This is an optimization exercise on Yosys and OpenROAD, whose aim is small area and a short achievable clock period, not a production implementation.
Only simulation tests tie the RTL to the original design; equivalence was not proved.
No activity file was given, so power comes from the tool's default toggle rates.

## main
## npu_top
module npu_top(
    input  wire        CLKEXT,
    input  wire        RST_GLO,
    input  wire        EN_FSM,
    input  wire        EN_CONFIG,
    input  wire [7:0]  DA,
    input  wire [7:0]  DB,
    input  wire [7:0]  DC,
    input  wire [7:0]  DD,
    input  wire        RD_EN,
    input  wire        EN_PISO_DEB,
    input  wire        CLR_PISO_DEB,
    input  wire        SHIFT_DEB,
    input  wire        SEL_CON,
    output wire [7:0]  D_OUT,
    output wire        FULL,
    output wire        EMPTY
);
Size in the first run: roughly 4000 cells after synthesis, about 1500 flip-flops, roughly 51 I/O pins, about 61000 um2 of cells after synthesis.
export LEC_CHECK = 0
export CAP_MARGIN = 20
export CORE_MARGIN = 2
export CORE_UTILIZATION = 65
export CTS_CLUSTER_DIAMETER = 50
export CTS_CLUSTER_SIZE = 24
export SLEW_MARGIN = 20
create_clock -name core_clock -period 10.0 [get_ports {CLKEXT}]
standard.sh (not shown) runs the stock make flow with config.mk's settings and CLKGATE_MAP_FILE= SYNTH_SCRIPT=/design/flow/synth_recipe.tcl, a recipe that flattens the netlist after the stock synthesis.
==> flow/flow/run.sh <==
#!/bin/bash
set -euo pipefail
bash standard.sh SETUP_SLACK_MARGIN=6.75 finish > standard_flow.log 2>&1
main: no failed stages, no open violations at the end
For the feature branch, these inputs were changed with respect to main:
-- flow/config.mk --
<<< main, line 8
>>> the feature branch, line 8
export ABC_AREA = 1
<<< main, line 11
export CTS_CLUSTER_DIAMETER = 50
export CTS_CLUSTER_SIZE = 24
>>> the feature branch, line 12
export CTS_CLUSTER_DIAMETER = 60
export CTS_CLUSTER_SIZE = 30
Summary of the feature branch over main: sequential share of layout area grew by 0.25 points; total wire length grew by 8.7%; required time of the worst setup path shrank by 2.66 ns; total power shrank by about 1%.
Against main as the reference, the feature branch delivers a higher standard cell area after detailed placement.
Every run (the feature branch and main) finished clean.
The combinational family with the most area after synthesis comes out simple AND/OR/NAND/NOR gates in one run and multiplexers in the other, namely in the feature branch and main respectively.
Comparing the feature branch and main, the higher part of the cycle the worst path needs was measured on the feature branch.
Synthesized cell area in the feature branch vs main: up about 2.2%
Diff main -> the feature branch | clock network power share | decrease of 1.1 points
Comparing wire length the detailed router placed on met1 for the feature branch and main, the bigger number came from the feature branch.


== job 101 ==
npu_top again, from the RTL that the note above started with.
## npu_top
module npu_top(
    input  wire        CLKEXT,
    input  wire        RST_GLO,
    input  wire        EN_FSM,
    input  wire        EN_CONFIG,
    input  wire [7:0]  DA,
    input  wire [7:0]  DB,
    input  wire [7:0]  DC,
    input  wire [7:0]  DD,
    input  wire        RD_EN,
    input  wire        EN_PISO_DEB,
    input  wire        CLR_PISO_DEB,
    input  wire        SHIFT_DEB,
    input  wire        SEL_CON,
    output wire [7:0]  D_OUT,
    output wire        FULL,
    output wire        EMPTY
);
    wire RST = RST_GLO;
    reg [15:0] ssfr;
    always @(posedge CLKEXT)
        if (RST)            ssfr <= 16'h2280;
        else if (EN_CONFIG) ssfr <= {DA, DB};
    localparam IDLE = 3'd0, BIAS = 3'd1, ACC = 3'd2, LAST = 3'd3, WAIT = 3'd4;
    localparam O_IDLE = 3'd0, O_S1 = 3'd1, O_S2 = 3'd2, O_S3 = 3'd3, O_S4 = 3'd4, O_S5 = 3'd5;
    reg [15:0] counter;
    reg        ctr_out;
    reg [2:0]  state_acc, state_out;
    reg        out_done, acc_flag;
  ...
export LEC_CHECK = 0
export ABC_AREA = 1
export CAP_MARGIN = 20
export CORE_MARGIN = 2
export CORE_UTILIZATION = 65
export CTS_CLUSTER_DIAMETER = 60
export CTS_CLUSTER_SIZE = 30
export SLEW_MARGIN = 20
create_clock -name core_clock -period 10.0 [get_ports {CLKEXT}]
==> flow/flow/run.sh <==
#!/bin/bash
set -euo pipefail
bash standard.sh SETUP_SLACK_MARGIN=6.85 finish > standard_flow.log 2>&1
Job 101 finished end to end and its layout was clean on timing, DRC and antenna.
### job 101 -> job 102
# job 101
export LEC_CHECK = 0
export ABC_AREA = 1
export CAP_MARGIN = 20
export CORE_MARGIN = 2
export CORE_UTILIZATION = 65
export CTS_CLUSTER_DIAMETER = 60
export CTS_CLUSTER_SIZE = 30
export SLEW_MARGIN = 20
create_clock -name core_clock -period 10.0 [get_ports {CLKEXT}]
# job 102
export LEC_CHECK = 0
export CAP_MARGIN = 20
export CORE_MARGIN = 2
export CORE_UTILIZATION = 65
export CTS_CLUSTER_DIAMETER = 60
export CTS_CLUSTER_SIZE = 30
export SLEW_MARGIN = 20
create_clock -name core_clock -period 10.0 [get_ports {CLKEXT}]
==> flow/flow/run.sh <==
#!/bin/bash
set -euo pipefail
bash standard.sh SETUP_SLACK_MARGIN=6.75 finish > standard_flow.log 2>&1
--- outcome ---
- Of job 101 and job 102, the run reporting the lower met2 track demand over resource in global routing was job 102.
- As far as number of pins with negative max-slew slack in the final report goes, job 101 and job 102 are indistinguishable; the numbers are identical.
- Job 102 vs job 101: sequential share of cell area up
- On share of cell area taken by muxes after synthesis: between job 101 and job 102, it ends up lower for job 101.
- Job 102 reports a higher non-clock buffer instance count of the final layout than job 101 does.
- Going from job 101 to job 102, switching share of power shrinks by 1.1 points.
- Job 102 vs job 101 on final area: job 102 is the lower one.
- Slowest cell on the critical path = sky130_fd_sc_hd__nor2_2: job 101; slowest cell on the critical path = sky130_fd_sc_hd__dfxtp_4: job 102
- Re number of cells in the finished layout apart from fillers: job 101 and job 102 aren't equal, and the lower value belongs to job 102.

==> static timing again, ports no longer ideal <==
How much do the figures lean on ideal ports? The routed layouts below were timed once more, with nothing changed but the port constraints. Step 1, drivers: a clkbuf_16 drives CLKEXT and a buf_2 each remaining input, both assumed. Step 2, shift: input delay + t, output delay - t, t = (earliest + latest rising clock arrival at the registers) / 2. This alone moves slack from input paths to output paths. Slacks: no drivers / after step 1 / after step 2; pairs: no drivers / after step 1.
| run | t (ns) | setup slack, ns | worst data-port slew with drivers (ns) | cell pins on the clock port's net |
|---|---|---|---|---|
| main | 0.824 | 6.742 / 6.678 / 5.901 | 0.13 | 1 |
| the feature branch | 0.795 | 6.674 / 6.600 / 5.994 | 0.10 | 1 |
| job 101 | 0.801 | 6.712 / 6.677 / 6.002 | 0.17 | 1 |
| job 102 | 0.772 | 6.748 / 6.721 / 6.020 | 0.13 | 1 |
After both steps every run listed still meets setup and hold. For main, which loses most, drivers alone change the setup slack by -0.064 ns; drivers and shift together by -0.841 ns.
